This design comes from an exercise in tuning for small area, a short achievable clock period and few clock cycles per item on the open sky130 flow, not from production work.
At most, simulation tests tie the RTL to the original design; equivalence was not proved.

==> build 98: inputs <==
==> flow/design.v <==
module sha256_counter_i (
    input wire        i_clk,
    input wire        i_rst,
    input wire        clr_i,
    input wire        cnt_i_en,
    output reg [7:0]  i
);
    always @(posedge i_clk or negedge i_rst) begin
        if (!i_rst) begin
            i <= 0;
        end else begin
            if (clr_i) i <= 0;
            else if (cnt_i_en) i <= i + 8'd1;
            else i <= i;
        end
    end
endmodule
module sha256_counter_j (
    input wire        i_clk,
    input wire        i_rst,
    input wire        clr_j,
    input wire        cnt_j_en,
    output reg [6:0]  j
);
    always @(posedge i_clk or negedge i_rst) begin
        if (!i_rst) begin
            j <= 0;
        end else begin
            if (clr_j) j <= 0;
            else if (cnt_j_en) j <= j + 7'd1;
            else j <= j;
        end
    end
endmodule
module sha256_functions (
    input  wire [5:0]  j,
    output reg  [31:0] k_j
);
    always @(*) begin
        case (j)
            6'd0: k_j = 32'h71374491;
            6'd1: k_j = 32'hb5c0fbcf;
            6'd2: k_j = 32'he9b5dba5;
            6'd3: k_j = 32'h3956c25b;
            6'd4: k_j = 32'h59f111f1;
            6'd5: k_j = 32'h923f82a4;
            6'd6: k_j = 32'hab1c5ed5;
            6'd7: k_j = 32'hd807aa98;
            6'd8: k_j = 32'h12835b01;
            6'd9: k_j = 32'h243185be;
            6'd10: k_j = 32'h550c7dc3;
            6'd11: k_j = 32'h72be5d74;
            6'd12: k_j = 32'h80deb1fe;
            6'd13: k_j = 32'h9bdc06a7;
            6'd14: k_j = 32'hc19bf174;
            6'd15: k_j = 32'he49b69c1;
            6'd16: k_j = 32'hefbe4786;
            6'd17: k_j = 32'h0fc19dc6;
            6'd18: k_j = 32'h240ca1cc;
            6'd19: k_j = 32'h2de92c6f;
            6'd20: k_j = 32'h4a7484aa;
            6'd21: k_j = 32'h5cb0a9dc;
            6'd22: k_j = 32'h76f988da;
            6'd23: k_j = 32'h983e5152;
            6'd24: k_j = 32'ha831c66d;
            6'd25: k_j = 32'hb00327c8;
            6'd26: k_j = 32'hbf597fc7;
            6'd27: k_j = 32'hc6e00bf3;
            6'd28: k_j = 32'hd5a79147;
            6'd29: k_j = 32'h06ca6351;
            6'd30: k_j = 32'h14292967;
            6'd31: k_j = 32'h27b70a85;
            6'd32: k_j = 32'h2e1b2138;
            6'd33: k_j = 32'h4d2c6dfc;
            6'd34: k_j = 32'h53380d13;
            6'd35: k_j = 32'h650a7354;
            6'd36: k_j = 32'h766a0abb;
            6'd37: k_j = 32'h81c2c92e;
            6'd38: k_j = 32'h92722c85;
            6'd39: k_j = 32'ha2bfe8a1;
            6'd40: k_j = 32'ha81a664b;
            6'd41: k_j = 32'hc24b8b70;
            6'd42: k_j = 32'hc76c51a3;
            6'd43: k_j = 32'hd192e819;
            6'd44: k_j = 32'hd6990624;
            6'd45: k_j = 32'hf40e3585;
            6'd46: k_j = 32'h106aa070;
            6'd47: k_j = 32'h19a4c116;
            6'd48: k_j = 32'h1e376c08;
            6'd49: k_j = 32'h2748774c;
            6'd50: k_j = 32'h34b0bcb5;
            6'd51: k_j = 32'h391c0cb3;
            6'd52: k_j = 32'h4ed8aa4a;
            6'd53: k_j = 32'h5b9cca4f;
            6'd54: k_j = 32'h682e6ff3;
            6'd55: k_j = 32'h748f82ee;
            6'd56: k_j = 32'h78a5636f;
            6'd57: k_j = 32'h84c87814;
            6'd58: k_j = 32'h8cc70208;
            6'd59: k_j = 32'h90befffa;
            6'd60: k_j = 32'ha4506ceb;
            6'd61: k_j = 32'hbef9a3f7;
            6'd62: k_j = 32'hc67178f2;
            default: k_j = 32'h428a2f98;
        endcase
    end
endmodule
module sha256_add (
    input  wire [31:0] x,
    input  wire [31:0] y,
    output wire [31:0] s
);
    reg [31:0] g, p;
    integer i, d;
    always @(*) begin
        g = x & y;
        p = x ^ y;
        for (d = 1; d < 32; d = d * 2)
            for (i = 2 * d - 1; i < 32; i = i + 2 * d) begin
                g[i] = g[i] | (p[i] & g[i - d]);
                p[i] = p[i] & p[i - d];
            end
        for (d = 8; d >= 1; d = d / 2)
            for (i = 3 * d - 1; i < 32; i = i + 2 * d) begin
                g[i] = g[i] | (p[i] & g[i - d]);
                p[i] = p[i] & p[i - d];
            end
    end
    assign s = x ^ y ^ {g[30:0], 1'b0};
endmodule
module sha256_scheduler (
    input  wire         clk,
    input  wire [511:0] i_block,
    input  wire [5:0]   k,
    output wire [31:0]  W_out
);
    reg [511:0] win;    
    function [31:0] sigma0(input [31:0] x);
        sigma0 = {x[6:0], x[31:7]} ^ {x[17:0], x[31:18]} ^ (x >> 3);
    endfunction
    function [31:0] sigma1(input [31:0] x);
        sigma1 = {x[16:0], x[31:17]} ^ {x[18:0], x[31:19]} ^ (x >> 10);
    endfunction
    wire [31:0] o1 = win[9*32 +: 32], o2 = win[0 +: 32];
    wire [31:0] o3 = sigma0(win[1*32 +: 32]), o4 = sigma1(win[14*32 +: 32]);
    wire [31:0] s1 = o1 ^ o2 ^ o3;
    wire [31:0] c1 = {(o1[30:0] & o2[30:0]) | (o1[30:0] & o3[30:0]) | (o2[30:0] & o3[30:0]), 1'b0};
    wire [31:0] s2 = s1 ^ c1 ^ o4;
    wire [31:0] c2 = {(s1[30:0] & c1[30:0]) | (s1[30:0] & o4[30:0]) | (c1[30:0] & o4[30:0]), 1'b0};
    wire [31:0] w_new;
    sha256_add u_add (.x(s2), .y(c2), .s(w_new));
    wire [31:0] w_blk = i_block[511 - 32*k[3:0] -: 32];
    wire [31:0] w_in  = (k[5:4] != 2'd0) ? w_new : w_blk;
    always @(posedge clk) win <= {w_in, win[511:32]};
    assign W_out = win[511:480];
endmodule
module sha_256(
    input wire i_clk,
    input wire i_rst,
    input wire i_enable,
    input [511:0] i_data,
    input [7:0] i_N,
    output reg [255:0] o_data,
    output reg o_done
);
    localparam [255:0] IV = {32'h6a09e667, 32'hbb67ae85, 32'h3c6ef372, 32'ha54ff53a,
                             32'h510e527f, 32'h9b05688c, 32'h1f83d9ab, 32'h5be0cd19};
    reg  [5:0]  k;        
    reg         fin;      
    reg         first;    
    reg  [7:0]  nrem;     
    reg         is_new;   
    reg  [31:0] a, b, c, d, e, f, g, h;
    reg  [31:0] hk;       
    reg  [31:0] kq;       
    wire busy   = ~o_done;
    wire [7:0] nrem_n = is_new ? i_N : nrem - 8'd1;
    wire hsh    = busy & ((k[5:1] == 5'b11111) | (k == 6'd0));
    wire [31:0] w;
    wire [31:0] k_j;
    sha256_scheduler u_scheduler (
        .clk(i_clk),
        .i_block(i_data),
        .k(k),
        .W_out(w)
    );
    sha256_functions u_functions (
        .j(k),
        .k_j(k_j)
    );
    function [31:0] CH(input [31:0] x, y, z);
        CH = (x & y) ^ (~x & z);
    endfunction
    function [31:0] MAJ(input [31:0] x, y, z);
        MAJ = (x & y) ^ (x & z) ^ (y & z);
    endfunction
    function [31:0] SIG0(input [31:0] x);
        SIG0 = {x[1:0], x[31:2]} ^ {x[12:0], x[31:13]} ^ {x[21:0], x[31:22]};
    endfunction
    function [31:0] SIG1(input [31:0] x);
        SIG1 = {x[5:0], x[31:6]} ^ {x[10:0], x[31:11]} ^ {x[24:0], x[31:25]};
    endfunction
    wire [31:0] s1 = SIG1(e);
    wire [31:0] ch = CH(e, f, g);
    wire [31:0] s0 = SIG0(a);
    wire [31:0] mj = MAJ(a, b, c);
    function [31:0] FS(input [31:0] x, y, z);
        FS = x ^ y ^ z;
    endfunction
    function [31:0] FC(input [31:0] x, y, z);
        FC = {(x[30:0] & y[30:0]) | (x[30:0] & z[30:0]) | (y[30:0] & z[30:0]), 1'b0};
    endfunction
    wire [31:0] a_n = hk + w + s1 + ch + s0 + mj;
    wire [31:0] e_n = d + hk + w + s1 + ch;
    wire [31:0] H0 = o_data[255:224], H1 = o_data[223:192], H2 = o_data[191:160], H3 = o_data[159:128];
    wire [31:0] H4 = o_data[127:96],  H5 = o_data[95:64],   H6 = o_data[63:32],   H7 = o_data[31:0];
    wire [255:0] start = is_new ? IV : o_data;
    wire [31:0] hk_in = o_done ? (is_new ? IV[31:0] : H7) : g;
    wire [31:0] hk_n, h3a, h7e;
    sha256_add u_addk (.x(hk_in), .y(o_done ? 32'h428a2f98 : kq), .s(hk_n));
    sha256_add u_addh (.x(H3), .y(a), .s(h3a));
    sha256_add u_addl (.x(H7), .y(e), .s(h7e));
    always @(posedge i_clk or negedge i_rst) begin
        if (!i_rst) begin
            o_done <= 1'b0;
            k      <= 6'd0;
            fin    <= 1'b0;
            first  <= 1'b0;
            nrem   <= 8'd1;
            is_new <= 1'b1;
        end else if (o_done) begin
            if (i_enable) begin
                o_done <= 1'b0;
                k      <= 6'd1;
                first  <= is_new;
                nrem   <= nrem_n;
                is_new <= (nrem_n == 8'd1);
            end
        end else if (fin) begin
            fin    <= 1'b0;
            o_done <= 1'b1;
        end else if (k == 6'd0) begin
            fin <= 1'b1;
        end else begin
            k <= k + 6'd1;
        end
    end
    always @(posedge i_clk) begin
        if (o_done) begin
            {a, b, c, d, e, f, g, h} <= start;
            kq <= 32'h71374491;
        end else begin
            a <= a_n; b <= a; c <= b; d <= c;
            e <= e_n; f <= e; g <= f; h <= g;
            kq <= k_j;
        end
        hk <= hk_n;
    end
    always @(posedge i_clk) begin
        if (busy & first & (k == 6'd1)) begin
            o_data <= IV;
        end else if (hsh) begin
            o_data <= {h3a, H0, H1, H2, h7e, H4, H5, H6};
        end
    end
endmodule
==> flow/flow/run.sh <==
#!/bin/bash
# Own layout flow: the standard ORFS flow with a few settings changed.
#  - ports are buffered with a plain buffer instead of the delay buffer the
#    resizer picks by default
set -euo pipefail
export BUFFER_PORTS_ARGS="-buffer_cell sky130_fd_sc_hd__buf_1"
export SETUP_SLACK_MARGIN=6
export ADDER_MAP_FILE=
bash standard.sh > standard_flow.log 2>&1
==> flow/standard.sh <==
#!/bin/bash
# synth_recipe.tcl (not shown) runs the flow's synth.tcl, then flattens the netlist and writes it again
# the make line also repeats each setting of config.mk as NAME=value (left out here)
make -C /OpenROAD-flow-scripts/flow DESIGN_CONFIG=/design/flow/config.mk WORK_HOME=/design/flow/orfs CLKGATE_MAP_FILE= SYNTH_SCRIPT=/design/flow/synth_recipe.tcl "${@:-finish}"
==> flow/config.mk <==
export PLATFORM = sky130hd
export DESIGN_NAME = sha_256
export DESIGN_NICKNAME = sha_256
export VERILOG_FILES = /design/flow/design.v
export SDC_FILE = /design/flow/constraint.sdc
export NUM_CORES = 4
export LEC_CHECK = 0
export CAP_MARGIN = 20
export CORE_MARGIN = 2
export CORE_UTILIZATION = 40
export SLEW_MARGIN = 20
==> flow/constraint.sdc <==
create_clock -name core_clock -period 10.0 [get_ports {i_clk}]
set_input_delay 2.0000 -clock core_clock [delete_from_list [all_inputs] [get_ports {i_clk}]]
set_output_delay 2.0000 -clock core_clock [all_outputs]
set_load 0.01 [all_outputs]
==> trial 24: changes against build 98 <==
--- a/flow/design.v
+++ b/flow/design.v
@@ -211,6 +211,13 @@
         FC = {(x[30:0] & y[30:0]) | (x[30:0] & z[30:0]) | (y[30:0] & z[30:0]), 1'b0};
     endfunction
-    wire [31:0] a_n = hk + w + s1 + ch + s0 + mj;
-    wire [31:0] e_n = d + hk + w + s1 + ch;
+    wire [31:0] pa1 = FS(hk, w, ch),     qa1 = FC(hk, w, ch);
+    wire [31:0] pa2 = FS(s1, s0, mj),    qa2 = FC(s1, s0, mj);
+    wire [31:0] pa3 = FS(pa1, qa1, pa2), qa3 = FC(pa1, qa1, pa2);
+    wire [31:0] pa4 = FS(pa3, qa3, qa2), qa4 = FC(pa3, qa3, qa2);
+    wire [31:0] pe1 = FS(d, hk, w),      qe1 = FC(d, hk, w);
+    wire [31:0] pe2 = FS(pe1, qe1, ch),  qe2 = FC(pe1, qe1, ch);
+    wire [31:0] pe3 = FS(pe2, qe2, s1),  qe3 = FC(pe2, qe2, s1);
+    wire [31:0] a_n = pa4 + qa4;
+    wire [31:0] e_n = pe3 + qe3;
     wire [31:0] H0 = o_data[255:224], H1 = o_data[223:192], H2 = o_data[191:160], H3 = o_data[159:128];
     wire [31:0] H4 = o_data[127:96],  H5 = o_data[95:64],   H6 = o_data[63:32],   H7 = o_data[31:0];
Settings changed: ABC_AREA from default to 1, CTS_CLUSTER_DIAMETER from default to 100, CTS_CLUSTER_SIZE from default to 30.
==> trial 32: changes against build 98 <==
==> flow/design.v, changed modules only <==
module sha256_scheduler (
    input  wire         clk,
    input  wire [511:0] i_block,
    input  wire [5:0]   k,
    output wire [31:0]  W_out
);
    reg [511:0] win;    
    function [31:0] sigma0(input [31:0] x);
        sigma0 = {x[6:0], x[31:7]} ^ {x[17:0], x[31:18]} ^ (x >> 3);
    endfunction
    function [31:0] sigma1(input [31:0] x);
        sigma1 = {x[16:0], x[31:17]} ^ {x[18:0], x[31:19]} ^ (x >> 10);
    endfunction
    reg  [31:0] pre;
    wire [31:0] o1 = win[10*32 +: 32], o2 = win[1*32 +: 32], o3 = sigma0(win[2*32 +: 32]);
    wire [31:0] ps = o1 ^ o2 ^ o3;
    wire [31:0] pc = {(o1[30:0] & o2[30:0]) | (o1[30:0] & o3[30:0]) | (o2[30:0] & o3[30:0]), 1'b0};
    wire [31:0] w_new = sigma1(win[14*32 +: 32]) + pre;
    wire [31:0] w_blk = i_block[511 - 32*k[3:0] -: 32];
    wire [31:0] w_in  = (k[5:4] != 2'd0) ? w_new : w_blk;
    always @(posedge clk) begin
        win <= {w_in, win[511:32]};
        pre <= ps + pc;
    end
    assign W_out = win[511:480];
endmodule
module sha_256(
    input wire i_clk,
    input wire i_rst,
    input wire i_enable,
    input [511:0] i_data,
    input [7:0] i_N,
    output reg [255:0] o_data,
    output reg o_done
);
    localparam [255:0] IV = {32'h6a09e667, 32'hbb67ae85, 32'h3c6ef372, 32'ha54ff53a,
                             32'h510e527f, 32'h9b05688c, 32'h1f83d9ab, 32'h5be0cd19};
    reg  [5:0]  k;        
    reg         fin;      
    reg         first;    
    reg  [7:0]  nrem;     
    reg         is_new;   
    reg  [31:0] a, b, c, d, e, f, g, h;
    reg  [31:0] hk;       
    reg  [31:0] kq;       
    wire busy   = ~o_done;
    wire [7:0] nrem_n = is_new ? i_N : nrem - 8'd1;
    wire hsh    = busy & ((k[5:1] == 5'b11111) | (k == 6'd0));
    wire [31:0] w;
    wire [31:0] k_j;
    sha256_scheduler u_scheduler (
        .clk(i_clk),
        .i_block(i_data),
        .k(k),
        .W_out(w)
    );
    sha256_functions u_functions (
        .j(k),
        .k_j(k_j)
    );
    function [31:0] CH(input [31:0] x, y, z);
        CH = (x & y) ^ (~x & z);
    endfunction
    function [31:0] MAJ(input [31:0] x, y, z);
        MAJ = (x & y) ^ (x & z) ^ (y & z);
    endfunction
    function [31:0] SIG0(input [31:0] x);
        SIG0 = {x[1:0], x[31:2]} ^ {x[12:0], x[31:13]} ^ {x[21:0], x[31:22]};
    endfunction
    function [31:0] SIG1(input [31:0] x);
        SIG1 = {x[5:0], x[31:6]} ^ {x[10:0], x[31:11]} ^ {x[24:0], x[31:25]};
    endfunction
    wire [31:0] s1 = SIG1(e);
    wire [31:0] ch = CH(e, f, g);
    wire [31:0] s0 = SIG0(a);
    wire [31:0] mj = MAJ(a, b, c);
    function [31:0] FS(input [31:0] x, y, z);
        FS = x ^ y ^ z;
    endfunction
    function [31:0] FC(input [31:0] x, y, z);
        FC = {(x[30:0] & y[30:0]) | (x[30:0] & z[30:0]) | (y[30:0] & z[30:0]), 1'b0};
    endfunction
    wire [31:0] pa1 = FS(hk, w, ch),     qa1 = FC(hk, w, ch);
    wire [31:0] pa2 = FS(s1, s0, mj),    qa2 = FC(s1, s0, mj);
    wire [31:0] pa3 = FS(pa1, qa1, pa2), qa3 = FC(pa1, qa1, pa2);
    wire [31:0] pa4 = FS(pa3, qa3, qa2), qa4 = FC(pa3, qa3, qa2);
    wire [31:0] pe1 = FS(d, hk, w),      qe1 = FC(d, hk, w);
    wire [31:0] pe2 = FS(pe1, qe1, ch),  qe2 = FC(pe1, qe1, ch);
    wire [31:0] pe3 = FS(pe2, qe2, s1),  qe3 = FC(pe2, qe2, s1);
    wire [31:0] a_n = pa4 + qa4;
    wire [31:0] e_n = pe3 + qe3;
    wire [31:0] H0 = o_data[255:224], H1 = o_data[223:192], H2 = o_data[191:160], H3 = o_data[159:128];
    wire [31:0] H4 = o_data[127:96],  H5 = o_data[95:64],   H6 = o_data[63:32],   H7 = o_data[31:0];
    wire [255:0] start = is_new ? IV : o_data;
    wire [31:0] hk_in = o_done ? (is_new ? IV[31:0] : H7) : g;
    wire [31:0] hk_n, h3a, h7e;
    sha256_add u_addk (.x(hk_in), .y(o_done ? 32'h428a2f98 : kq), .s(hk_n));
    reg [31:0] iva, ive;
    always @(*) begin
        case ({k[5], k[0], fin})
            3'b100:  begin iva = IV[159:128]; ive = IV[31:0];  end
            3'b110:  begin iva = IV[191:160]; ive = IV[63:32]; end
            3'b000:  begin iva = IV[223:192]; ive = IV[95:64]; end
            default: begin iva = IV[255:224]; ive = IV[127:96]; end
        endcase
    end
    sha256_add u_addh (.x(first ? iva : H3), .y(a), .s(h3a));
    sha256_add u_addl (.x(first ? ive : H7), .y(e), .s(h7e));
    always @(posedge i_clk or negedge i_rst) begin
        if (!i_rst) begin
            o_done <= 1'b0;
            k      <= 6'd0;
            fin    <= 1'b0;
            first  <= 1'b0;
            nrem   <= 8'd1;
            is_new <= 1'b1;
        end else if (o_done) begin
            if (i_enable) begin
                o_done <= 1'b0;
                k      <= 6'd1;
                first  <= is_new;
                nrem   <= nrem_n;
                is_new <= (nrem_n == 8'd1);
            end
        end else if (fin) begin
            fin    <= 1'b0;
            o_done <= 1'b1;
        end else if (k == 6'd0) begin
            fin <= 1'b1;
        end else begin
            k <= k + 6'd1;
        end
    end
    always @(posedge i_clk) begin
        if (o_done) begin
            {a, b, c, d, e, f, g, h} <= start;
            kq <= 32'h71374491;
        end else begin
            a <= a_n; b <= a; c <= b; d <= c;
            e <= e_n; f <= e; g <= f; h <= g;
            kq <= k_j;
        end
        hk <= hk_n;
    end
    always @(posedge i_clk) begin
        if (hsh) begin
            o_data <= {h3a, H0, H1, H2, h7e, H4, H5, H6};
        end
    end
endmodule
==> run_results.csv <==
group,metric,value,unit
outcome,status,"timing/DRC/antenna clean",
placement,hpwlAfterDp,230000,µm
layout,multi_input_area_share,49.0,%
floorplanning,die_w,388,µm
setup_path,timing.rr.start,"e[8]$_DFF_P_",
layout,buf_share,5.34,%
route,wl_met3,22000,µm
yosys,synth_top_family_by_area,"simple AND/OR/NAND/NOR gates",
floorplanning,taps,1917,
global_route,grt_max_degree,183,
yosys,synth_nets,9245,
placement,dp_cells,11160,
cts,clkTransAtPathRegs,0.11,ns
timing,min_period,3.97,ns
That was trial 24.
==> run_results.csv <==
group,metric,value,unit
outcome,status,"timing/DRC/antenna clean",
cts,htreeDepth,3,
yosys,synth_top_family_by_area,"XOR/XNOR gates",
layout,buf_share,7.97,%
cts,cts.sinks,1074,
global_route,grt_max_degree,172,
setup_path,timing.rr.start,"a[1]$_DFF_P_",
floorplanning,taps,1903,
floorplanning,die_w,384,µm
cts,clkTransAtPathRegs,0.06,ns
placement,dp_cells,8908,
timing,min_period,6.51,ns
route,wl_met3,23300,µm
yosys,synth_nets,7094,
placement,hpwlAfterDp,188000,µm
That was build 98.
==> run_results.csv <==
group,metric,value,unit
setup_path,timing.rr.start,"e[1]$_DFF_P_",
outcome,status,"timing/DRC/antenna clean",
route,first_pass_iters,6,
layout,multi_input_area_share,47.7,%
timing,min_period,4.85,ns
floorplanning,taps,1890,
setup_path,critPathSlowestCell,"or4_4",
route,wl_met3,23200,µm
global_route,grt_max_degree,123,
layout,buf_share,8.33,%
setup_path,required,10.62,ns
yosys,synth_top_family_by_area,"XOR/XNOR gates",
placement,dp_cells,7983,
yosys,synth_nets,6048,
placement,hpwlAfterDp,190000,µm
layout,stdcell_count,8480,
floorplanning,die_w,381,µm
That was trial 32.
Testbench counts of trial 24, summed over its fixed seeds: cycles 32,274, blocks 489.
No functional check of the RTL was part of build 98 and trial 32.

## port drivers added, routing unchanged
Ports are ideal in the flow. The routed layouts listed here were re-timed in OpenROAD. Step 1: set_driving_cell puts a clkbuf_16 on i_clk and a buf_2 on each other input, an assumption about the parent block. Step 2 adds t to the input delays and takes it off the output delays; t is the mean of the earliest and latest rising clock arrival at the registers after step 1. Input paths then give back, and output paths get back, about the clock's delay inside the block. Three values: ideal, step 1, step 2; two values: the first two.
run | t, ns | setup WS [ns] | hold slack, ns
build 98 | 0.801 | 3.492 / 3.492 / 3.492 | 0.311 / 0.311 / 0.311
trial 24 | 0.794 | 6.031 / 5.941 / 5.655 | 0.331 / 0.331 / 0.331
trial 32 | 0.818 | 5.148 / 5.148 / 5.148 | 0.316 / 0.316 / 0.316
After both steps every run listed still meets setup and hold. The setup slack of trial 24, which loses most, moves by -0.090 ns with the drivers and by -0.376 ns with both steps.
